What follows belongs to an exercise in optimizing a design on an open flow for small area; a production flow would make more cautious choices.
Only simulation tests tie the RTL to the original design; equivalence was not proved.
Power figures rest on the tool's default switching activity, not on a simulated workload.

## flow/design.v (module list and top-level ports; edited modules follow where they fit)
// module full_adder: 4 lines
// module half_adder: 4 lines
// module mac_row0: 80 lines
// module mac_row1: 102 lines
// module mac_row2: 103 lines
// module mac_row3: 102 lines
// module mac_row4: 104 lines
// module mac_row5: 107 lines
// module mac_fixup: 17 lines
// module systolic_data_setup_unit: 32 lines
// module matrix_multiply_unit: 109 lines
// module mmu_top: 45 lines
module mmu_top
    #(
        parameter int MATRIX_WIDTH = 6
    )(
        input   logic clk,
        input   logic rst,
        input   logic enable,
        input   logic [8*MATRIX_WIDTH-1:0] weight_data,
        input   logic weight_signed,
        input   logic load_weight,
        input   logic [7:0] weight_addr,
        input   logic activate_weight,
        input   logic [8*MATRIX_WIDTH-1:0] data_in,
        input   logic data_signed,
        output  logic [32*MATRIX_WIDTH-1:0] result
    );
  // ...
==> flow/run.sh <==
#!/bin/bash
# synth_recipe.tcl (not shown) runs the flow's synth.tcl, then flattens the netlist and writes it again
# the make line also repeats each setting of config.mk as NAME=value (left out here)
make -C /OpenROAD-flow-scripts/flow DESIGN_CONFIG=/design/flow/config.mk WORK_HOME=/design/flow/orfs CLKGATE_MAP_FILE= SYNTH_SCRIPT=/design/flow/synth_recipe.tcl finish
==> flow/config.mk <==
export PLATFORM = sky130hd
export DESIGN_NAME = mmu_top
export DESIGN_NICKNAME = mmu_top
export VERILOG_FILES = /design/flow/design.v
export SDC_FILE = /design/flow/constraint.sdc
export NUM_CORES = 4
export LEC_CHECK = 0
export CAP_MARGIN = 20
export CORE_MARGIN = 2
export CORE_UTILIZATION = 55
export CTS_BUF_LIST = sky130_fd_sc_hd__clkbuf_16
export CTS_CLUSTER_DIAMETER = 100
export CTS_CLUSTER_SIZE = 28
export SLEW_MARGIN = 20
export SYNTH_HIERARCHICAL = 1
export SYNTH_MINIMUM_KEEP_SIZE = 0
==> flow/constraint.sdc <==
create_clock -name core_clock -period 7.0 [get_ports {clk}]
set_input_delay 1.4000 -clock core_clock [delete_from_list [all_inputs] [get_ports {clk}]]
set_output_delay 1.4000 -clock core_clock [all_outputs]
set_load 0.01 [all_outputs]
==> results_dict.tcl, run 1 <==
set metrics [dict create \
    comb_power_uw 9680 \
    path_clk_slew_ns 0.11 \
    power.switching_fraction_pct 33.7 \
    crit_path_frequent_cell "sky130_fd_sc_hd__fa_1" \
    timing.fmax_mhz 168 \
    p_comb_share_pct 31.5 \
    ys.warnings.count 19 \
    yosys.area_share.adder_pct 43.8 \
    ioPinCount 303 \
    synth-edff-count 1452 \
    avgRoutedWirePerCell_um 23.6 \
    fraction_of_area_in_multi_input_gates_pct 56.5 \
    clock_group_power_uw 5990 \
    gpl.final_weighted_congestion 0.889 \
    multi_input_comb_area_sq_mm 0.0773 \
    power_top_consumer "sequential cells" \
    synth-compound-area-share_pct 0.792 \
    timing.final.crit_period_ns 5.96 \
    layout_common_cells "2,832 x sky130_fd_sc_hd__fa_1, 2,343 x sky130_fd_sc_hd__nor2_1, 1,452 x sky130_fd_sc_hd__edfxtp_1" \
    crit_slowest_cell "sky130_fd_sc_hd__dfxtp_2" \
    whs_ns 0.410 \
    outcome "complete, no violations" \
    tritoncts.num_buffers 84 \
    dr_wl_met2_um 132000 \
    chipWidth_um 505 \
    layoutNonFillerInstCount 12338 \
    tightest_slew_ns 1.11 \
    holdCritPathClass "reg -> reg" \
    fin_crit_sh_pct 85.1 \
    met3_wirelength_um 20100 \
    nFillCells 20194 \
    pwr.group.sequential_uw 15100 \
    grt_max_degree 151 \
    groute.usage.overall_pct 23.4 \
    effective_utilization_at_floorplan_pct 55.2 \
]
==> inputs of run 2 (changes only) <==
--- a/flow/config.mk
+++ b/flow/config.mk
@@ -11,4 +11,4 @@
 export CTS_BUF_LIST = sky130_fd_sc_hd__clkbuf_16
-export CTS_CLUSTER_DIAMETER = 100
-export CTS_CLUSTER_SIZE = 28
+export CTS_CLUSTER_DIAMETER = 80
+export CTS_CLUSTER_SIZE = 20
 export SLEW_MARGIN = 20
==> results_dict.tcl, run 2 <==
set metrics [dict create \
    vdd_ir_drop_max_mv 0.239 \
    detail-route-antenna-nets 0 \
    worstSetupEndpointType "flip-flop" \
    clock-sinks 1649 \
    avgRoutedWirePerCell_um 23.6 \
    finalInstanceArea_sq_mm 0.138 \
    postCtsHoldBufs 0 \
    placeableCoreArea_sq_mm 0.251 \
    count_of_maximum_capacitance_violations 0 \
    async_reset_ff_share_pct 0 \
    post_cts.resized_instances 0 \
    tightest_slew_ns 1.12 \
    wirelength_um 292000 \
    remaining_drc_errors 0 \
    powerDensity_mw_per_mm2 232 \
    rsz0062_at_grt "no" \
    synth_top_area_share_pct 41.0 \
    start_kind "flip-flop" \
    chipWidth_um 505 \
    io_buffer_count 302 \
    synth-edff-count 1452 \
    cp.arrival_ns 6.52 \
    drt_pass1_iterations 6 \
    setup_fix_buffers_added_after_clock_tree_synthesis 0 \
    synth-seq-cells 1649 \
    detailedRoute.firstIterationViolations 5680 \
    worst-path-max-fanout 41 \
    post-route-util_pct 55.1 \
    synth.avg_cell_area_sq_um 13.9 \
    report.final.setup_viol 0 \
    via_per_inst 5.53 \
    post-dp-hpwl_um 221000 \
    nFillCells 20079 \
    die_h_um 505 \
    worstSetupPathType "reg -> reg" \
    route.vias.total 68626 \
    timing.final.crit_period_ns 5.98 \
    via_count_of_the_first_global_routing_pass 76413 \
    dieArea_sq_mm 0.255 \
    global_route_wire_length_before_repair_um 460000 \
    power.switching_fraction_pct 33.2 \
    timing.fmax_mhz 167 \
    max_slew_margin_pct 25.4 \
    outcome "complete, no violations" \
    report.power.total_uw 32100 \
    worstHoldPathCells 0 \
    final_layout_size_suffix_gt1_share_pct 4.92 \
    nNetsFinal 12198 \
    holdCritPathClass "reg -> reg" \
    clk_root_buffer_cell "sky130_fd_sc_hd__clkbuf_16" \
    clkLatencyLatePin_ns 0.81 \
    required_ns 7.54 \
    tritoncts_clock_tree "done" \
    ys.warnings.count 19 \
    final-max-slew-violation-count 0 \
    power.internal_uw 21400 \
    h_tree_levels 3 \
    flop_pwr_share_pct 46.9 \
    whs_ns 0.390 \
    synth.most_common_cell "sky130_fd_sc_hd__fa_1" \
    path_clk_slew_ns 0.08 \
    netlist_top_cells_count "2,832 x sky130_fd_sc_hd__fa_1, 2,343 x sky130_fd_sc_hd__nor2_1, 1,452 x sky130_fd_sc_hd__edfxtp_1, 962 x sky130_fd_sc_hd__buf_4, 582 x sky130_fd_sc_hd__and2_1" \
    synth_sequential_area_ratio_pct 34.4 \
    syn2layout_area_growth_pct -0.133 \
    gr-total-overflow 0 \
    rr_worst_depth 13 \
    layout_common_cells "2,832 x sky130_fd_sc_hd__fa_1, 2,343 x sky130_fd_sc_hd__nor2_1, 1,452 x sky130_fd_sc_hd__edfxtp_1" \
    final.setup_skew_ns 0.0417 \
    power.clock.fraction_pct 22.9 \
    syn-num-nets 13202 \
    area_of_placed_instances_sq_mm 0.134 \
    p_comb_share_pct 30.2 \
    most_frequent_standard_cell_in_the_layout_excluding_fill_and_tap_cells "sky130_fd_sc_hd__fa_1" \
    ctsLongestPathBuffers 3 \
    register_area_sq_mm 0.0476 \
    ioPinCount 303 \
    effective_utilization_at_floorplan_pct 55.2 \
    gpl.final_weighted_congestion 0.889 \
    netlist_instances 9949 \
    final-hold-violation-count 0 \
    yosys_most_used_dff "sky130_fd_sc_hd__edfxtp_1" \
    library_cells_used_by_synthesis 35 \
    placement.setup.worst_slack_ns 1.02 \
    synthDominantAreaCellType "sky130_fd_sc_hd__fa_1" \
    tritoncts.num_buffers 119 \
    grt_max_degree 151 \
    p_leak_uw 0.0610 \
    final.setup.worst_slack_ns 1.02 \
    synth.area.top_cells "sky130_fd_sc_hd__fa_1 41%, sky130_fd_sc_hd__edfxtp_1 32%, sky130_fd_sc_hd__nor2_1 6.4%" \
    initial_antenna_violation_count 27 \
    groute.usage.overall_pct 23.6 \
    floorplan.rows 184 \
    power_switching_uw 10700 \
    synthesis.area_sq_mm 0.138 \
    reg.largest.list "matrix_multiply_unit_tpu_core.act_wn: 288 flops, matrix_multiply_unit_tpu_core.pre_wn: 288 flops" \
    multi_input_comb_area_sq_mm 0.0773 \
    fin_crit_sh_pct 85.4 \
]
-- run 2: cell counts after synthesis --
No cell type changed its count.
-- run 2: area by class of cell --
class | instances | share of cell area [%]
multi-input combinational | 6639 | 56.0
timing repair buffer | 457 | 3.32
antenna | 13 | 0.0236
clock inverter | 102 | 0.716
tap | 3348 | 3.03
clock buffer | 122 | 2.21
inverter | 79 | 0.217
sequential | 1649 | 34.5
-- run 2: per-layer routing --
metal  wire length [um]  share of wire [%]  GRT usage [%]
met5                 32              0.011              0
met4               9930                3.4           7.63
met3              20500                7.0           3.35
met2             133000                 46           36.0
met1             129000                 44           35.2
-- run 2: per-stage QoR --
step	instances	setup TNS [ns]
2_1_floorplan	9949	-56.69
3_3_place_gp	12172	0
3_5_place_dp	12172	0
4_1_cts	12396	0
5_1_grt	12398	0
6_report	12409	0
-- run 2: worst max-delay path, stage by stage (launching register included) --
cell and delay, ns:
sky130_fd_sc_hd__dfxtp_2 1.04, sky130_fd_sc_hd__buf_4 0.31, sky130_fd_sc_hd__nor2_1 0.07, sky130_fd_sc_hd__fa_1 0.47, sky130_fd_sc_hd__fa_1 0.43, sky130_fd_sc_hd__fa_1 0.47, sky130_fd_sc_hd__fa_1 0.43, sky130_fd_sc_hd__fa_1 0.41
sky130_fd_sc_hd__fa_1 0.39, sky130_fd_sc_hd__ha_1 0.21, sky130_fd_sc_hd__fa_1 0.39, sky130_fd_sc_hd__fa_1 0.39, sky130_fd_sc_hd__fa_1 0.38, sky130_fd_sc_hd__ha_1 0.29
-- run 2: Yosys stat by module (local to each module, per instance), a selection --
module	cells	times used	flops+latches
mac_row3	119	6	0
mac_row0	117	6	0
mac_row2	118	6	0
mac_row1	118	6	0
mac_row5	125	6	0
mac_fixup	21	6	0
half_adder	1	300	0
full_adder	1	2832	0
mac_row4	119	6	0
-- run 2: power by group through the flow --
stage / combinational, uW / sequential [uW] / clock, uW
2_1_floorplan: 11100 / 14400 / 0
3_3_place_gp: 9460 / 15300 / 0
3_5_place_dp: 9860 / 15300 / 0
4_1_cts: 9910 / 15100 / 7590
5_1_grt: 11200 / 15300 / 7920
6_report: 9700 / 15100 / 7340
-- run 2: final timing paths --
kind | from | end | slack (ns)
max | matrix_multiply_unit_tpu_core.d_byten[4][1] | matrix_multiply_unit_tpu_core.g_col[0].u4[13] | 1.02
max reg2reg | matrix_multiply_unit_tpu_core.d_byten[4][1] | matrix_multiply_unit_tpu_core.g_col[0].u4[13] | 1.02
min reg2reg | matrix_multiply_unit_tpu_core.pre_wn[3][34] | matrix_multiply_unit_tpu_core.act_wn[3][34] | 0.39
min | matrix_multiply_unit_tpu_core.pre_wn[3][34] | matrix_multiply_unit_tpu_core.act_wn[3][34] | 0.39
-- run 2: logic make-up after synthesis --
group / Yosys count / share of synthesized area, %
muxes: 168 / 1.22
xor gates and xnor gates: 37 / 0.234
DFF: 1649 / 34.4
and+or+nand+nor: 3142 / 9.83
AOI/OAI and AO/OA: 150 / 0.792
buffers and inverters: 1661 / 9.74
adders and majority gates: 3142 / 43.8
==> inputs of run 3 (changes only) <==
==> flow/flow/run.sh (new file) <==
#!/bin/bash
# Layout flow: the standard flow (standard.sh, unchanged synthesis, floorplan,
# power grid, placement, routing) with two settings changed:
#  - the port buffers that global placement inserts on every input and output are
#    the smallest buffer, sky130_fd_sc_hd__buf_1 (repair may still resize them);
#  - clock tree synthesis clusters up to 24 sinks within 90 um per clkbuf_16 leaf
#    buffer and inserts no dummy loads.
# Each make step's full log stays in orfs/logs/; standard.sh's own output is in flow.log.
set -euo pipefail
cd "$(dirname "$0")/.."
bash standard.sh \
  "BUFFER_PORTS_ARGS=-buffer_cell sky130_fd_sc_hd__buf_1" \
  "CTS_ARGS=-sink_clustering_enable -repair_clock_nets -sink_clustering_size 24 -sink_clustering_max_diameter 90 -buf_list sky130_fd_sc_hd__clkbuf_16 -dont_use_dummy_load" \
  finish > flow.log 2>&1
test -s out/final.def
==> flow/standard.sh (new file) <==
#!/bin/bash
# synth_recipe.tcl (not shown) runs the flow's synth.tcl, then flattens the netlist and writes it again
# the make line also repeats each setting of config.mk as NAME=value (left out here)
make -C /OpenROAD-flow-scripts/flow DESIGN_CONFIG=/design/flow/config.mk WORK_HOME=/design/flow/orfs CLKGATE_MAP_FILE= SYNTH_SCRIPT=/design/flow/synth_recipe.tcl "${@:-finish}"
--- a/flow/config.mk
+++ b/flow/config.mk
@@ -9,3 +9,3 @@
 export CORE_MARGIN = 2
-export CORE_UTILIZATION = 55
+export CORE_UTILIZATION = 65
 export CTS_BUF_LIST = sky130_fd_sc_hd__clkbuf_16
removed: flow/run.sh
==> results_dict.tcl, run 3 <==
set metrics [dict create \
    outcome "complete, no violations" \
    area_of_placed_instances_sq_mm 0.131 \
    post-dp-hpwl_um 217000 \
    ys.warnings.count 19 \
    async_reset_ff_share_pct 0 \
    path_clk_slew_ns 0.10 \
    effective_utilization_at_floorplan_pct 65.3 \
    synth-seq-cells 1649 \
    place.detailed.instances 11643 \
    die_h_um 465 \
    library_cells_used_by_synthesis 35 \
    worstSetupEndpointType "flip-flop" \
    grt_max_degree 158 \
    wirelength_um 288000 \
    rr_worst_depth 13 \
    global_route_wire_length_before_repair_um 453000 \
    h_tree_levels 3 \
    worst-path-max-fanout 33 \
    groute.usage.overall_pct 27.6 \
    synth_sequential_area_ratio_pct 34.4 \
    start_kind "flip-flop" \
    nFillCells 15894 \
    rsz0062_at_grt "no" \
    placement.setup.worst_slack_ns 1.06 \
    yosys_most_used_dff "sky130_fd_sc_hd__edfxtp_1" \
    vdd_ir_drop_max_mv 0.219 \
    timing.fmax_mhz 168 \
    via_per_inst 5.84 \
    reg.largest.list "matrix_multiply_unit_tpu_core.act_wn: 288 flops, matrix_multiply_unit_tpu_core.pre_wn: 288 flops" \
    netlist_top_cells_count "2,832 x sky130_fd_sc_hd__fa_1, 2,343 x sky130_fd_sc_hd__nor2_1, 1,452 x sky130_fd_sc_hd__edfxtp_1, 962 x sky130_fd_sc_hd__buf_4, 582 x sky130_fd_sc_hd__and2_1" \
    cp.arrival_ns 6.47 \
    final_layout_size_suffix_gt1_share_pct 3.90 \
    avgRoutedWirePerCell_um 24.5 \
    synth_top_area_share_pct 41.0 \
    r2r_end "matrix_multiply_unit_tpu_core.g_col[5].u3[12]" \
    synthDominantAreaCellType "sky130_fd_sc_hd__fa_1" \
    initial_antenna_violation_count 19 \
    required_ns 7.50 \
    placeableCoreArea_sq_mm 0.212 \
    count_of_maximum_capacitance_violations 0 \
    register_area_sq_mm 0.0476 \
    layoutNonFillerInstCount 11746 \
    ioPinCount 303 \
    final.setup.worst_slack_ns 1.03 \
    final_total_negative_setup_slack_ns 0 \
    ctsLongestPathBuffers 3 \
    detailedRoute.firstIterationViolations 5452 \
    tightest_slew_ns 1.15 \
    layout_common_cells "2,832 x sky130_fd_sc_hd__fa_1, 2,343 x sky130_fd_sc_hd__nor2_1, 1,452 x sky130_fd_sc_hd__edfxtp_1" \
    multi_input_comb_area_sq_mm 0.0773 \
    clock-sinks 1649 \
    setup_fix_buffers_added_after_clock_tree_synthesis 0 \
    reg2reg_setup_slack_ns 1.03 \
    timing.final.crit_period_ns 5.97 \
    most_frequent_standard_cell_in_the_layout_excluding_fill_and_tap_cells "sky130_fd_sc_hd__fa_1" \
    synthesis.area_sq_mm 0.138 \
    finalInstanceArea_sq_mm 0.134 \
    report.final.setup_viol 0 \
    timing.hold.worst_endpoint "matrix_multiply_unit_tpu_core.act_wn[0][45]" \
    syn2layout_area_growth_pct -3.15 \
    floorplan.rows 169 \
    tritoncts.num_buffers 99 \
    route.vias.total 68611 \
    final.setup_skew_ns 0.0807 \
    crit_slowest_cell "sky130_fd_sc_hd__dfxtp_2" \
    synth.area.top_cells "sky130_fd_sc_hd__fa_1 41%, sky130_fd_sc_hd__edfxtp_1 32%, sky130_fd_sc_hd__nor2_1 6.4%" \
    remaining_drc_errors 0 \
    final-hold-violation-count 0 \
    chipWidth_um 465 \
    final-max-slew-violation-count 0 \
    clk_root_buffer_cell "sky130_fd_sc_hd__clkbuf_16" \
    clkLatencyLatePin_ns 0.79 \
    powerDensity_mw_per_mm2 226 \
    synth.most_common_cell "sky130_fd_sc_hd__fa_1" \
    netlist_instances 9949 \
    worstHoldPathCells 0 \
    critical_path.reg2reg.startpoint "matrix_multiply_unit_tpu_core.d_byten[3][1]" \
    gr-total-overflow 0 \
    critPathMaxStageDelay_ns 0.82 \
    worstSetupPathType "reg -> reg" \
    holdCritPathClass "reg -> reg" \
    dieArea_sq_mm 0.216 \
    worst_hold_startpoint "matrix_multiply_unit_tpu_core.pre_wn[0][45]" \
    postCtsHoldBufs 0 \
    crit_path_cell_trace "buf_4, nor2_1, fa_1, fa_1, fa_1, fa_1, fa_1, fa_1, fa_1, ha_1, fa_1, fa_1, fa_1" \
    synth-edff-count 1452 \
    post_cts.resized_instances 0 \
    gpl.final_weighted_congestion 0.887 \
    drt_pass1_iterations 6 \
    nNetsFinal 12176 \
    max_slew_margin_pct 23.1 \
    syn-num-nets 13202 \
    fin_crit_sh_pct 85.3 \
    detail-route-antenna-nets 0 \
    p_leak_uw 0.0594 \
    io_buffer_count 302 \
    via_count_of_the_first_global_routing_pass 76251 \
    crit_path_frequent_cell "sky130_fd_sc_hd__fa_1" \
    tritoncts_clock_tree "done" \
    synth.avg_cell_area_sq_um 13.9 \
]
-- run 3: worst max-delay path, delay by kind of cell (launching register included) --
kind | cells | cell delay [ns]
adders and majority gates | 11 | 4.28
DFF | 1 | 0.82
buffers and inverters | 1 | 0.43
and+or+nand+nor | 1 | 0.11
-- run 3: worst max path at each step --
stage                                                                to  cells after the start                                        start  slack, ns
after detailed placement  matrix_multiply_unit_tpu_core.g_col[0].u4[13]                     13  matrix_multiply_unit_tpu_core.d_byten[4][1]       1.06
after floorplan                  matrix_multiply_unit_tpu_core.pre_s[4]                      2                               weight_addr[5]      -0.58
after global placement    matrix_multiply_unit_tpu_core.g_col[0].u4[13]                     13  matrix_multiply_unit_tpu_core.d_byten[4][1]       1.13
final                     matrix_multiply_unit_tpu_core.g_col[5].u3[12]                     13  matrix_multiply_unit_tpu_core.d_byten[3][1]       1.03
after CTS                 matrix_multiply_unit_tpu_core.g_col[0].u4[13]                     13  matrix_multiply_unit_tpu_core.d_byten[4][1]       1.02
after global routing      matrix_multiply_unit_tpu_core.g_col[0].u4[13]                     13  matrix_multiply_unit_tpu_core.d_byten[4][1]       0.82
-- run 3: cell families after synthesis --
kind of cell | count (synthesis) | share of synthesized area [%]
fa+ha+maj | 3142 | 43.8
simple gates | 3142 | 9.83
buf+inv | 1661 | 9.74
flops | 1649 | 34.4
mux | 168 | 1.22
compound gates | 150 | 0.792
xor+xnor | 37 | 0.234
-- run 3: layout make-up --
class | count | area share [%]
flip-flops and latches | 1649 | 35.6
diodes | 4 | 0.00747
clock buffers | 99 | 1.85
inverters | 79 | 0.223
well taps | 2821 | 2.64
repair buffers | 455 | 2.00
multi-input cells | 6639 | 57.7
-- run 3: metrics by stage --
step,power [uW],hold WS [ns],util [%]
3_3_place_gp,24500,0.400,62.1
3_5_place_dp,25000,0.405,62.1
6_report,30200,0.375,63.3
4_1_cts,30700,0.372,63.3
5_1_grt,32500,0.367,63.3
2_1_floorplan,25500,0.400,-
-- run 3: power by group --
part	internal, uW	switching (uW)
combinational	4320	5180
clock	2500	3170
sequential	13400	1620
total	20300	9970
-- run 3: per-module statistics from Yosys, one instance, submodules excluded, excerpt --
module      area [sq um]  flops+latches  copies in the design  cells inside
mac_row0             577              0                     6           117
mac_row2             678              0                     6           118
half_adder          12.5              0                   300             1
mac_row4             686              0                     6           119
mac_row1             679              0                     6           118
mac_row3             687              0                     6           119
full_adder          20.0              0                  2832             1
mac_fixup            159              0                     6            21
mac_row5             722              0                     6           125
-- run 3: layer usage --
| layer | vias up | GRT usage [%] | routed length, um |
|---|---|---|---|
| met5 | - | 0 | 0 |
| met4 | 0 | 7.40 | 8530 |
| met3 | 386 | 3.65 | 19400 |
| met2 | 2618 | 42.3 | 131000 |
| met1 | 37102 | 42.6 | 129000 |
| li1 | 28505 | - | - |
==> inputs of run 4 (changes only) <==
--- a/flow/flow/run.sh
+++ b/flow/flow/run.sh
@@ -5,3 +5,3 @@
 #    the smallest buffer, sky130_fd_sc_hd__buf_1 (repair may still resize them);
-#  - clock tree synthesis clusters up to 24 sinks within 90 um per clkbuf_16 leaf
+#  - clock tree synthesis clusters up to 20 sinks within 80 um per clkbuf_16 leaf
 #    buffer and inserts no dummy loads.
@@ -12,3 +12,3 @@
   "BUFFER_PORTS_ARGS=-buffer_cell sky130_fd_sc_hd__buf_1" \
-  "CTS_ARGS=-sink_clustering_enable -repair_clock_nets -sink_clustering_size 24 -sink_clustering_max_diameter 90 -buf_list sky130_fd_sc_hd__clkbuf_16 -dont_use_dummy_load" \
+  "CTS_ARGS=-sink_clustering_enable -repair_clock_nets -sink_clustering_size 20 -sink_clustering_max_diameter 80 -buf_list sky130_fd_sc_hd__clkbuf_16 -dont_use_dummy_load" \
   finish > flow.log 2>&1
--- a/flow/config.mk
+++ b/flow/config.mk
@@ -9,3 +9,3 @@
 export CORE_MARGIN = 2
-export CORE_UTILIZATION = 65
+export CORE_UTILIZATION = 55
 export CTS_BUF_LIST = sky130_fd_sc_hd__clkbuf_16
==> results_dict.tcl, run 4 <==
set metrics [dict create \
    outcome "complete, no violations" \
    gpl.final_weighted_congestion 0.903 \
    critical-path-top-delay-family "adder cells" \
    worstHoldPathCells 0 \
    chipWidth_um 505 \
    holdCritPathClass "reg -> reg" \
    detailedRoute.firstIterationViolations 5787 \
    h_tree_levels 3 \
    die_h_um 505 \
    detail-route-antenna-nets 0 \
    synthesis.area_sq_mm 0.138 \
    crit_slowest_cell "sky130_fd_sc_hd__dfxtp_2" \
    worst-path-max-fanout 38 \
    grt_max_degree 161 \
    initial_antenna_violation_count 20 \
    post-dp-hpwl_um 225000 \
    p_leak_uw 0.0598 \
    synthDominantAreaCellType "sky130_fd_sc_hd__fa_1" \
    start_kind "flip-flop" \
    gr-total-overflow 0 \
    library_cells_used_by_synthesis 35 \
    drt_pass1_iterations 6 \
    vdd_ir_drop_max_mv 0.210 \
    synth_top_area_share_pct 41.0 \
    route.vias.total 68648 \
    floorplan.rows 184 \
    yosys.area_share.xor_xnor_pct 0.234 \
    clock-sinks 1649 \
    syn2layout_area_growth_pct -2.10 \
    synth-compound-area-share_pct 0.792 \
    clkLatencyLatePin_ns 0.79 \
    rr_worst_depth 13 \
    reg.largest.list "matrix_multiply_unit_tpu_core.act_wn: 288 flops, matrix_multiply_unit_tpu_core.pre_wn: 288 flops" \
    most_frequent_standard_cell_in_the_layout_excluding_fill_and_tap_cells "sky130_fd_sc_hd__fa_1" \
    max_slew_margin_pct 26.6 \
    layout_common_cells "2,832 x sky130_fd_sc_hd__fa_1, 2,343 x sky130_fd_sc_hd__nor2_1, 1,452 x sky130_fd_sc_hd__edfxtp_1" \
    nNetsFinal 12218 \
    setup_fix_buffers_added_after_clock_tree_synthesis 0 \
    dieArea_sq_mm 0.255 \
    finalInstanceArea_sq_mm 0.135 \
    critical_path.n_buffers_inverters 1 \
    postCtsHoldBufs 0 \
    async_reset_ff_share_pct 0 \
    powerDensity_mw_per_mm2 229 \
    multi_input_comb_area_sq_mm 0.0773 \
    crit_path_cell_trace "buf_12, nor2_1, fa_1, fa_1, fa_1, fa_1, fa_1, fa_1, fa_1, ha_1, fa_1, fa_1, fa_1" \
    remaining_drc_errors 0 \
    final_total_negative_setup_slack_ns 0 \
    synth-seq-cells 1649 \
    synth_sequential_area_ratio_pct 34.4 \
    synth.avg_cell_area_sq_um 13.9 \
    via_count_of_the_first_global_routing_pass 77047 \
    synth_top_family_by_area "adder cells" \
    syn-num-nets 13202 \
    final-hold-violation-count 0 \
    synth.most_common_cell "sky130_fd_sc_hd__fa_1" \
    rsz0062_at_grt "no" \
    io_buffer_count 302 \
    final_layout_size_suffix_gt1_share_pct 4.34 \
    clk_root_buffer_cell "sky130_fd_sc_hd__clkbuf_16" \
    synth-edff-count 1452 \
    yosys.area_share.adder_pct 43.8 \
    timing.hold.worst_endpoint "matrix_multiply_unit_tpu_core.act_wn[5][38]" \
    avgRoutedWirePerCell_um 24.0 \
    wirelength_um 295000 \
    worstSetupPathType "reg -> reg" \
    r2r_end "matrix_multiply_unit_tpu_core.g_col[5].u3[12]" \
    placement.setup.worst_slack_ns 1.07 \
    synthMuxAreaShare_pct 1.22 \
    yosys_most_used_dff "sky130_fd_sc_hd__edfxtp_1" \
    timing.final.crit_period_ns 5.91 \
    final.setup.worst_slack_ns 1.09 \
    crit_path_frequent_cell "sky130_fd_sc_hd__fa_1" \
    placeableCoreArea_sq_mm 0.251 \
    report.final.setup_viol 0 \
    synth.area.top_cells "sky130_fd_sc_hd__fa_1 41%, sky130_fd_sc_hd__edfxtp_1 32%, sky130_fd_sc_hd__nor2_1 6.4%" \
    via_per_inst 5.57 \
    ys.warnings.count 19 \
    groute.usage.overall_pct 23.7 \
    effective_utilization_at_floorplan_pct 55.2 \
    tritoncts.num_buffers 121 \
    area_of_placed_instances_sq_mm 0.132 \
    ctsLongestPathBuffers 3 \
    worst_hold_startpoint "matrix_multiply_unit_tpu_core.pre_wn[5][38]" \
    netlist_instances 9949 \
    count_of_maximum_capacitance_violations 0 \
    nFillCells 20357 \
    tritoncts_clock_tree "done" \
    global_route_wire_length_before_repair_um 464000 \
    final.setup_skew_ns 0.0525 \
    timing.fmax_mhz 169 \
    critPathMaxStageDelay_ns 0.93 \
    cp.arrival_ns 6.38 \
    netlist_top_cells_count "2,832 x sky130_fd_sc_hd__fa_1, 2,343 x sky130_fd_sc_hd__nor2_1, 1,452 x sky130_fd_sc_hd__edfxtp_1, 962 x sky130_fd_sc_hd__buf_4, 582 x sky130_fd_sc_hd__and2_1" \
    fin_crit_sh_pct 84.4 \
    critical_path.reg2reg.startpoint "matrix_multiply_unit_tpu_core.d_byten[3][0]" \
    path_clk_slew_ns 0.07 \
    final-max-slew-violation-count 0 \
    worstSetupEndpointType "flip-flop" \
    reg2reg_setup_slack_ns 1.09 \
    synth-simple-area-share_pct 9.83 \
    required_ns 7.48 \
    tightest_slew_ns 1.10 \
    register_area_sq_mm 0.0476 \
    post_cts.resized_instances 0 \
    ioPinCount 303 \
]
## run 4: changes by cell type in the layout (fill, tap and decap cells not counted)
cell                        change
sky130_fd_sc_hd__a41o_4         +1
sky130_fd_sc_hd__buf_4         +17
sky130_fd_sc_hd__nor2b_2        -1
sky130_fd_sc_hd__buf_12         +3
sky130_fd_sc_hd__a41o_2         -1
sky130_fd_sc_hd__a211oi_4       +1
sky130_fd_sc_hd__nor2b_1        +1
sky130_fd_sc_hd__or2_2          -2
sky130_fd_sc_hd__or2_4          +2
sky130_fd_sc_hd__a211oi_2       -1
sky130_fd_sc_hd__diode_2       +10
sky130_fd_sc_hd__clkbuf_16     +22
## run 4: worst max path at each step
stage,end,startpoint,cells past startpoint,slack [ns]
4_1_cts,matrix_multiply_unit_tpu_core.g_col[3].u2[12],matrix_multiply_unit_tpu_core.d_byten[2][1],14,1.10
3_5_place_dp,matrix_multiply_unit_tpu_core.g_col[3].u4[13],matrix_multiply_unit_tpu_core.d_byten[4][1],13,1.07
6_report,matrix_multiply_unit_tpu_core.g_col[5].u3[12],matrix_multiply_unit_tpu_core.d_byten[3][0],13,1.09
3_3_place_gp,matrix_multiply_unit_tpu_core.g_col[0].u4[13],matrix_multiply_unit_tpu_core.d_byten[4][0],13,1.12
2_1_floorplan,matrix_multiply_unit_tpu_core.pre_s[4],weight_addr[5],2,-0.58
5_1_grt,matrix_multiply_unit_tpu_core.g_col[3].u2[12],matrix_multiply_unit_tpu_core.d_byten[2][1],14,0.85
## run 4: modules after synthesis (local to each module, per instance), a selection
module      cells  flops+latches  copies in the design  area (sq um)
mac_row0      117              0                     6           577
full_adder      1              0                  2832          20.0
mac_row5      125              0                     6           722
mac_fixup      21              0                     6           159
mac_row2      118              0                     6           678
half_adder      1              0                   300          12.5
mac_row1      118              0                     6           679
## run 4: layer usage
metal | wire length, um | part of all wire, % | global-route usage [%] | vias to the layer above
met4 | 11400 | 3.9 | 8.42 | 0
met5 | 0 | 0 | 0 | -
li1 | - | - | - | 28581
met1 | 130000 | 44 | 35.0 | 36976
met3 | 19800 | 6.7 | 3.24 | 465
met2 | 134000 | 45 | 36.6 | 2626
## run 4: area by class of cell
type                       instances  area share [%]
multi-input combinational       6639            57.1
sequential                      1649            35.2
tap                             3348            3.09
clock buffer                     121            2.24
timing repair buffer             475            2.12
inverter                          79           0.221
antenna                           14          0.0259
## run 4: cells by family after synthesis
group	count (synthesis)
XOR/XNOR	37
buffers and inverters	1661
flip-flops	1649
AND/OR/NAND/NOR	3142
adder cells (fa/ha/maj)	3142
AO/OA/AOI/OAI	150
multiplexers	168
## run 4: per-stage QoR
stage / hold slack (ns) / power, uW / util [%] / cells
after floorplan: 0.400 / 25500 / - / 9949
after global placement: 0.400 / 24700 / 52.8 / 12190
after detailed placement: 0.405 / 25100 / 52.8 / 12190
after CTS: 0.382 / 31500 / 54.0 / 12311
after global routing: 0.383 / 33300 / 54.0 / 12315
final: 0.386 / 31000 / 54.0 / 12325
## run 4: where the power goes
group          total (uW)  switching, uW  leakage, uW  internal (uW)
logic                9590           5220       0.0423           4370
registers           15100           1640       0.0160          13500
clock network        6290           3270      0.00149           3020
total               31000          10100       0.0598          20800
==> module systolic_data_setup_unit, before the edit <==
module systolic_data_setup_unit
    #(
        parameter int MATRIX_WIDTH = 6
    )(
        input  logic clk,
        input  logic rst,
        input  logic enable,
        input  logic [8*MATRIX_WIDTH-1:0] data_in,
        output logic [8*MATRIX_WIDTH-1:0] systolic_data_out_n,     
        output logic [2:0] filled
    );
    always_ff @(posedge clk) begin
        if (rst)
            filled <= '0;
        else if (enable && filled != 3'(MATRIX_WIDTH))
            filled <= filled + 3'd1;
    end
    assign systolic_data_out_n[7:0] = ~data_in[7:0];
    genvar g;
    generate
        for (g = 1; g < MATRIX_WIDTH; g++) begin : g_row
            logic [7:0] stage [g];
            always_ff @(posedge clk) begin
                if (enable) begin
                    stage[0] <= ~data_in[8*g +: 8];
                    for (int k = 1; k < g; k++) stage[k] <= stage[k-1];
                end
            end
            assign systolic_data_out_n[8*g +: 8] = (filled >= 3'(g)) ? stage[g-1] : 8'hff;
        end
    endgenerate
endmodule
==> module matrix_multiply_unit, before the edit <==
module matrix_multiply_unit
    #(
        parameter int MATRIX_WIDTH = 6
    )(
        input   logic clk,
        input   logic rst,
        input   logic enable,
        input   logic [8*MATRIX_WIDTH-1:0] weight_data,
        input   logic weight_signed,
        input   logic [8*MATRIX_WIDTH-1:0] systolic_data_n,    
        input   logic [2:0] warm,      
        input   logic systolic_signed,
        input   logic activate_weight,
        input   logic load_weight,
        input   logic [7:0] weight_addr,
        output  logic [32*MATRIX_WIDTH-1:0] result
    );
    localparam int MW = 6;
    logic [MW-2:0] act_cs;
    logic [MW+1:0] sgn_cs;
    logic [MW-1:0] act_row;      
    logic [MW-1:0] sgn_row;      
    always_ff @(posedge clk) begin
        if (rst) begin
            act_cs <= '0;
            sgn_cs <= '0;
        end else begin
            act_cs <= {act_cs[MW-3:0], activate_weight};
            sgn_cs <= {sgn_cs[MW:0], systolic_signed};
        end
    end
    assign act_row = {act_cs, activate_weight};
    assign sgn_row = {sgn_cs[MW-2:0], systolic_signed};
    logic [8*MW-1:0] pre_wn [MW];
    logic [MW-1:0]   pre_s;
    logic [8*MW-1:0] act_wn [MW];
    logic [MW-1:0]   act_s;
    logic [7:0]      d_byten [MW];
    logic [MW-1:0]   d_sgn;
    logic [8*MW-1:0] wdn_gated;
    logic            ws_gated;
    assign wdn_gated = rst ? '1 : ~weight_data;
    assign ws_gated = rst ? 1'b0 : weight_signed;
    logic rst_q;
    always_ff @(posedge clk)
        rst_q <= rst;
    genvar i, j;
    generate
        for (i = 0; i < MW; i++) begin : g_row
            always_ff @(posedge clk) begin
                if (rst || (load_weight && weight_addr == i)) begin
                    pre_wn[i] <= wdn_gated;
                    pre_s[i] <= ws_gated;
                end
            end
            always_ff @(posedge clk) begin
                if (act_row[i] || rst_q)
                    act_wn[i] <= pre_wn[i];
            end
            always_ff @(posedge clk) begin
                if (rst)
                    act_s[i] <= 1'b0;
                else if (act_row[i] || rst_q)
                    act_s[i] <= pre_s[i];
            end
            always_ff @(posedge clk) begin
                if (rst) begin
                    d_byten[i] <= '1;
                    d_sgn[i]  <= 1'b0;
                end else if (enable) begin
                    d_byten[i] <= systolic_data_n[8*i +: 8];
                    d_sgn[i]  <= sgn_row[i] & ~systolic_data_n[8*i+7];
                end
            end
        end
        for (j = 0; j < MW; j++) begin : g_col
            logic [16:0] u0, s0;
            logic [17:0] u1, s1;
            logic [18:0] u2, u3, s2, s3;
            logic [19:0] u4, u5, s4, s5, r5, r5_ns;
            logic [1:0]  c0, c1, c2, c3, c4, c5, co0, co1, co2, co3, co4, co5;
            mac_row0 m0 (.dn(d_byten[0]), .da(d_sgn[0]), .wn(act_wn[0][8*j +: 8]), .wb(act_s[0] & ~act_wn[0][8*j+7]), .s(s0), .cout(co0));
            mac_row1 m1 (.dn(d_byten[1]), .da(d_sgn[1]), .wn(act_wn[1][8*j +: 8]), .wb(act_s[1] & ~act_wn[1][8*j+7]), .uin(u0), .cin(c0), .s(s1), .cout(co1));
            mac_row2 m2 (.dn(d_byten[2]), .da(d_sgn[2]), .wn(act_wn[2][8*j +: 8]), .wb(act_s[2] & ~act_wn[2][8*j+7]), .uin(u1), .cin(c1), .s(s2), .cout(co2));
            mac_row3 m3 (.dn(d_byten[3]), .da(d_sgn[3]), .wn(act_wn[3][8*j +: 8]), .wb(act_s[3] & ~act_wn[3][8*j+7]), .uin(u2), .cin(c2), .s(s3), .cout(co3));
            mac_row4 m4 (.dn(d_byten[4]), .da(d_sgn[4]), .wn(act_wn[4][8*j +: 8]), .wb(act_s[4] & ~act_wn[4][8*j+7]), .uin(u3), .cin(c3), .s(s4), .cout(co4));
            mac_row5 m5 (.dn(d_byten[5]), .da(d_sgn[5]), .wn(act_wn[5][8*j +: 8]), .wb(act_s[5] & ~act_wn[5][8*j+7]), .uin(u4), .cin(c4), .s(s5), .cout(co5));
            mac_fixup fx (.u(u5), .c(c5), .r(r5_ns));
            always_ff @(posedge clk) begin
                if (enable) begin
                    u0 <= s0;
                    u1 <= s1;
                    u2 <= s2;
                    u3 <= s3;
                    u4 <= s4;
                    u5 <= s5;
                    {c0, c1, c2, c3, c4, c5} <= {co0, co1, co2, co3, co4, co5};
                end
            end
            always_ff @(posedge clk) begin
                if (rst || (enable && warm != 3'd6))
                    r5 <= '0;
                else if (enable)
                    r5 <= r5_ns;
            end
            assign result[32*j +: 32] = {{9{r5[19] & sgn_cs[MW+1]}}, {3{r5[19]}}, r5};
        end
    endgenerate
endmodule
==> module mmu_top, before the edit <==
module mmu_top
    #(
        parameter int MATRIX_WIDTH = 6
    )(
        input   logic clk,
        input   logic rst,
        input   logic enable,
        input   logic [8*MATRIX_WIDTH-1:0] weight_data,
        input   logic weight_signed,
        input   logic load_weight,
        input   logic [7:0] weight_addr,
        input   logic activate_weight,
        input   logic [8*MATRIX_WIDTH-1:0] data_in,
        input   logic data_signed,
        output  logic [32*MATRIX_WIDTH-1:0] result
    );
    logic [8*MATRIX_WIDTH-1:0] sds_systolic_output_n;
    logic [2:0] sds_filled;
    systolic_data_setup_unit #(
        .MATRIX_WIDTH(MATRIX_WIDTH)
    ) systolic_data_setup_unit_tpu_core (
        .clk                (clk),
        .rst                (rst),
        .enable             (enable),
        .data_in            (data_in),
        .systolic_data_out_n (sds_systolic_output_n),
        .filled             (sds_filled)
    );
    matrix_multiply_unit #(
        .MATRIX_WIDTH(MATRIX_WIDTH)
    ) matrix_multiply_unit_tpu_core (
        .clk                (clk),
        .rst                (rst),
        .enable             (enable),
        .weight_data        (weight_data),
        .weight_signed      (weight_signed),
        .systolic_data_n    (sds_systolic_output_n),
        .warm               (sds_filled),
        .systolic_signed    (data_signed),
        .activate_weight    (activate_weight),
        .load_weight        (load_weight),
        .weight_addr        (weight_addr),
        .result             (result)
    );
endmodule
==> inputs of run 5 (changes only) <==
--- a/flow/design.v
+++ b/flow/design.v
@@ -628,14 +628,6 @@
         input  logic clk,
-        input  logic rst,
         input  logic enable,
         input  logic [8*MATRIX_WIDTH-1:0] data_in,
-        output logic [8*MATRIX_WIDTH-1:0] systolic_data_out_n,     
-        output logic [2:0] filled
+        output logic [8*MATRIX_WIDTH-1:0] systolic_data_out_n      
     );
-    always_ff @(posedge clk) begin
-        if (rst)
-            filled <= '0;
-        else if (enable && filled != 3'(MATRIX_WIDTH))
-            filled <= filled + 3'd1;
-    end
     assign systolic_data_out_n[7:0] = ~data_in[7:0];
@@ -651,3 +643,3 @@
             end
-            assign systolic_data_out_n[8*g +: 8] = (filled >= 3'(g)) ? stage[g-1] : 8'hff;
+            assign systolic_data_out_n[8*g +: 8] = stage[g-1];
         end
@@ -665,3 +657,2 @@
         input   logic [8*MATRIX_WIDTH-1:0] systolic_data_n,    
-        input   logic [2:0] warm,      
         input   logic systolic_signed,
@@ -701,2 +692,9 @@
         rst_q <= rst;
+    logic [2:0] warm;
+    always_ff @(posedge clk) begin
+        if (rst)
+            warm <= '0;
+        else if (enable && warm != 3'd7)
+            warm <= warm + 3'd1;
+    end
     genvar i, j;
@@ -715,5 +713,3 @@
             always_ff @(posedge clk) begin
-                if (rst)
-                    act_s[i] <= 1'b0;
-                else if (act_row[i] || rst_q)
+                if (act_row[i] || rst_q)
                     act_s[i] <= pre_s[i];
@@ -721,6 +717,3 @@
             always_ff @(posedge clk) begin
-                if (rst) begin
-                    d_byten[i] <= '1;
-                    d_sgn[i]  <= 1'b0;
-                end else if (enable) begin
+                if (enable) begin
                     d_byten[i] <= systolic_data_n[8*i +: 8];
@@ -755,3 +748,3 @@
             always_ff @(posedge clk) begin
-                if (rst || (enable && warm != 3'd6))
+                if (rst || (enable && warm != 3'd7))
                     r5 <= '0;
@@ -781,3 +774,2 @@
     logic [8*MATRIX_WIDTH-1:0] sds_systolic_output_n;
-    logic [2:0] sds_filled;
     systolic_data_setup_unit #(
@@ -786,7 +778,5 @@
         .clk                (clk),
-        .rst                (rst),
         .enable             (enable),
         .data_in            (data_in),
-        .systolic_data_out_n (sds_systolic_output_n),
-        .filled             (sds_filled)
+        .systolic_data_out_n (sds_systolic_output_n)
     );
@@ -801,3 +791,2 @@
         .systolic_data_n    (sds_systolic_output_n),
-        .warm               (sds_filled),
         .systolic_signed    (data_signed),
--- a/flow/flow/run.sh
+++ b/flow/flow/run.sh
@@ -5,3 +5,3 @@
 #    the smallest buffer, sky130_fd_sc_hd__buf_1 (repair may still resize them);
-#  - clock tree synthesis clusters up to 20 sinks within 80 um per clkbuf_16 leaf
+#  - clock tree synthesis clusters up to 24 sinks within 90 um per clkbuf_16 leaf
 #    buffer and inserts no dummy loads.
@@ -12,3 +12,3 @@
   "BUFFER_PORTS_ARGS=-buffer_cell sky130_fd_sc_hd__buf_1" \
-  "CTS_ARGS=-sink_clustering_enable -repair_clock_nets -sink_clustering_size 20 -sink_clustering_max_diameter 80 -buf_list sky130_fd_sc_hd__clkbuf_16 -dont_use_dummy_load" \
+  "CTS_ARGS=-sink_clustering_enable -repair_clock_nets -sink_clustering_size 24 -sink_clustering_max_diameter 90 -buf_list sky130_fd_sc_hd__clkbuf_16 -dont_use_dummy_load" \
   finish > flow.log 2>&1
--- a/flow/config.mk
+++ b/flow/config.mk
@@ -9,3 +9,3 @@
 export CORE_MARGIN = 2
-export CORE_UTILIZATION = 55
+export CORE_UTILIZATION = 65
 export CTS_BUF_LIST = sky130_fd_sc_hd__clkbuf_16
==> results_dict.tcl, run 5 <==
set metrics [dict create \
    die_h_um 463 \
    p_leak_uw 0.0540 \
    fin_crit_sh_pct 82.9 \
    tritoncts.num_buffers 98 \
    clock-sinks 1649 \
    timing.final.crit_period_ns 5.80 \
    clkLatencyLatePin_ns 0.78 \
    final_total_negative_setup_slack_ns 0 \
    initial_antenna_violation_count 19 \
    global_route.peak_usage_layer "met1" \
    post-dp-hpwl_um 208000 \
    gr-total-overflow 0 \
    synth.avg_cell_area_sq_um 14.1 \
    ys.warnings.count 19 \
    global_route_wire_length_before_repair_um 440000 \
    outcome "complete, no violations" \
    holdCritPathClass "reg -> reg" \
    route.vias.total 66407 \
    h_tree_levels 3 \
    met1_usage_pct 41.9 \
    ioPinCount 303 \
    place.detailed.instances 11403 \
    nFillCells 15784 \
    vdd_ir_drop_max_mv 0.243 \
    reg.largest.list "matrix_multiply_unit_tpu_core.act_wn: 288 flops, matrix_multiply_unit_tpu_core.pre_wn: 288 flops" \
    effective_utilization_at_floorplan_pct 65.4 \
    tightest_slew_ns 1.08 \
    synth.area.top_cells "sky130_fd_sc_hd__fa_1 41%, sky130_fd_sc_hd__edfxtp_1 33%, sky130_fd_sc_hd__nor2_1 6.7%" \
    remaining_drc_errors 0 \
    wirelength_um 277000 \
    final-hold-violation-count 0 \
    synth_sequential_area_ratio_pct 35.1 \
    max_slew_margin_pct 28.1 \
    gr-usage-met3_pct 3.79 \
    synth.most_common_cell "sky130_fd_sc_hd__fa_1" \
    report.final.setup_viol 0 \
    worstSetupPathType "reg -> reg" \
    worstSetupEndpointType "flip-flop" \
    dieArea_sq_mm 0.215 \
    clk_root_buffer_cell "sky130_fd_sc_hd__clkbuf_16" \
    report.power.total_uw 60000 \
    syn2layout_area_growth_pct -3.26 \
    setup_fix_buffers_added_after_clock_tree_synthesis 0 \
    count_of_maximum_capacitance_violations 0 \
    worst-path-max-fanout 16 \
    grt.met2_usage_pct 41.0 \
    placeableCoreArea_sq_mm 0.210 \
    powerDensity_mw_per_mm2 452 \
    final_layout_size_suffix_gt1_share_pct 2.53 \
    layout_common_cells "2,832 x sky130_fd_sc_hd__fa_1, 2,464 x sky130_fd_sc_hd__nor2_1, 1,512 x sky130_fd_sc_hd__edfxtp_1" \
    multi_input_comb_area_sq_mm 0.0758 \
    postCtsHoldBufs 0 \
    final.setup_skew_ns 0.0644 \
    via_per_inst 5.77 \
    post_cts.resized_instances 0 \
    synthesis.area_sq_mm 0.137 \
    via_count_of_the_first_global_routing_pass 74104 \
    grt_max_degree 158 \
    cp.arrival_ns 6.33 \
    register_area_sq_mm 0.0481 \
    path_clk_slew_ns 0.09 \
    library_cells_used_by_synthesis 28 \
    chipWidth_um 463 \
    ctsLongestPathBuffers 3 \
    floorplan.rows 168 \
    detail-route-antenna-nets 0 \
    nNetsFinal 11949 \
    async_reset_ff_share_pct 0 \
    start_kind "flip-flop" \
    layoutNonFillerInstCount 11510 \
    avgRoutedWirePerCell_um 24.1 \
    gpl.final_weighted_congestion 0.851 \
    io_buffer_count 302 \
    most_frequent_standard_cell_in_the_layout_excluding_fill_and_tap_cells "sky130_fd_sc_hd__fa_1" \
    synth_top_area_share_pct 41.3 \
    groute.usage.overall_pct 26.9 \
    synth-seq-cells 1649 \
    netlist_instances 9731 \
    timing.fmax_mhz 172 \
    netlist_top_cells_count "2,832 x sky130_fd_sc_hd__fa_1, 2,464 x sky130_fd_sc_hd__nor2_1, 1,512 x sky130_fd_sc_hd__edfxtp_1, 960 x sky130_fd_sc_hd__buf_4, 582 x sky130_fd_sc_hd__and2_1" \
    final-max-slew-violation-count 0 \
    syn-num-nets 12982 \
    required_ns 7.53 \
    synth-edff-count 1512 \
    drt_pass1_iterations 6 \
    detailedRoute.firstIterationViolations 5291 \
    synthDominantAreaCellType "sky130_fd_sc_hd__fa_1" \
    rsz0062_at_grt "no" \
    tritoncts_clock_tree "done" \
    yosys_most_used_dff "sky130_fd_sc_hd__edfxtp_1" \
]
[run 5: cell count changes in the layout (fill, tap and decap cells not counted), sizes merged, moves of 13 or more]
cell	change
a211oi	-122
nor2	+121
nand2	-96
buf	-66
dfxtp	-60
edfxtp	+60
mux2i	-46
nand2b	+33
or2	-31
clkbuf	-24
a21oi	-13
[run 5: worst paths after layout]
kind	slack [ns]	cells past startpoint	from	to
max	1.20	12	matrix_multiply_unit_tpu_core.d_byten[5][3]	matrix_multiply_unit_tpu_core.g_col[5].u5[13]
min	0.39	0	matrix_multiply_unit_tpu_core.pre_wn[0][22]	matrix_multiply_unit_tpu_core.act_wn[0][22]
max reg2reg	1.20	12	matrix_multiply_unit_tpu_core.d_byten[5][3]	matrix_multiply_unit_tpu_core.g_col[5].u5[13]
min reg2reg	0.39	0	matrix_multiply_unit_tpu_core.pre_wn[0][22]	matrix_multiply_unit_tpu_core.act_wn[0][22]
[run 5: metal layers]
metal  share of wire [%]  up-vias
met5                   0        -
met4                 2.3        0
met3                 7.1      323
met2                  45     2414
met1                  45    36084
li1                    -    27586
[run 5: where the power goes]
part           leakage (uW)  total (uW)  switching [uW]  internal [uW]
sequential           0.0160       19800            2030          17800
combinational        0.0367       34600           18100          16500
clock               0.00121        5610            3140           2470
[run 5: cell families after synthesis]
logic type                 after synthesis  share of synthesized area [%]
adders and majority gates             3140                           44.1
DFF                                   1649                           35.1
buffers and inverters                 1613                           9.66
and+or+nand+nor                       3164                           9.94
xor gates and xnor gates                37                          0.236
muxes                                  122                          0.890
AOI/OAI and AO/OA                        6                         0.0383
[run 5: through the flow]
stage | hold slack [ns] | util [%] | setup slack [ns] | instance area, sq um
3_5_place_dp | 0.405 | 62.1 | 1.10 | 130000
3_3_place_gp | 0.400 | 62.1 | 1.17 | 130000
6_report | 0.387 | 63.3 | 1.20 | 133000
4_1_cts | 0.382 | 63.3 | 1.07 | 133000
5_1_grt | 0.382 | 63.3 | 0.941 | 133000
2_1_floorplan | 0.400 | - | 1.37 | 137000
[run 5: area by class of cell]
cell class,instances,area share (%)
multi-input cells,6469,57.1
flip-flops and latches,1649,36.3
well taps,2805,2.64
repair buffers,408,1.88
clock buffers,98,1.85
inverters,72,0.204
diodes,9,0.0170
[run 5: per-module statistics from Yosys, one instance, submodules excluded, a selection]
module | cells | times used | flops+latches
mac_row2 | 118 | 6 | 0
half_adder | 1 | 300 | 0
mac_row0 | 117 | 6 | 0
mac_row3 | 119 | 6 | 0
full_adder | 1 | 2832 | 0
mac_fixup | 21 | 6 | 0
mac_row4 | 119 | 6 | 0
mac_row5 | 125 | 6 | 0
mac_row1 | 118 | 6 | 0
[run 5: worst max-delay path: stages (launching register included)]
cell                       delay (ns)
sky130_fd_sc_hd__edfxtp_1        1.02
sky130_fd_sc_hd__buf_4           0.39
sky130_fd_sc_hd__nor2_1          0.10
sky130_fd_sc_hd__fa_1            0.49
sky130_fd_sc_hd__fa_1            0.42
sky130_fd_sc_hd__fa_1            0.41
sky130_fd_sc_hd__fa_1            0.52
sky130_fd_sc_hd__fa_1            0.42
sky130_fd_sc_hd__ha_1            0.22
sky130_fd_sc_hd__fa_1            0.38
sky130_fd_sc_hd__fa_1            0.38
sky130_fd_sc_hd__fa_1            0.39
sky130_fd_sc_hd__fa_1            0.42

## static timing again, ports no longer ideal
The results above use ideal ports. As a check the final layouts listed here were re-extracted and re-timed, cells and wires unchanged.
Step 1 (the two cells are an assumption about what drives the block):
set clk [get_ports {clk}]
set_driving_cell -lib_cell sky130_fd_sc_hd__clkbuf_16 $clk
set_driving_cell -lib_cell sky130_fd_sc_hd__buf_2 [delete_from_list [all_inputs] $clk]
Step 2 adds t to the input delays and takes it off the output delays; t is the mean of the earliest and latest rising clock arrival at the registers after step 1. Input paths then give back, and output paths get back, about the clock's delay inside the block.
Three values: ideal, step 1, step 2; two values: the first two.
run | t (ns) | slack for setup (ns) | hold WS [ns] | worst setup path after step 2 | worst slew at a driven data input, ns
run 1 | 0.845 | 1.043 / 1.043 / 1.043 | 0.410 / 0.410 / 0.410 | register to register | 0.06
run 2 | 0.885 | 1.022 / 1.022 / 1.022 | 0.390 / 0.390 / 0.390 | register to register | 0.06
run 3 | 0.855 | 1.032 / 1.032 / 1.032 | 0.375 / 0.375 / 0.375 | register to register | 0.06
run 4 | 0.853 | 1.092 / 1.092 / 1.092 | 0.386 / 0.386 / 0.386 | register to register | 0.10
run 5 | 0.840 | 1.200 / 1.200 / 1.200 | 0.387 / 0.387 / 0.387 | register to register | 0.11
After both steps every run listed still meets setup and hold.
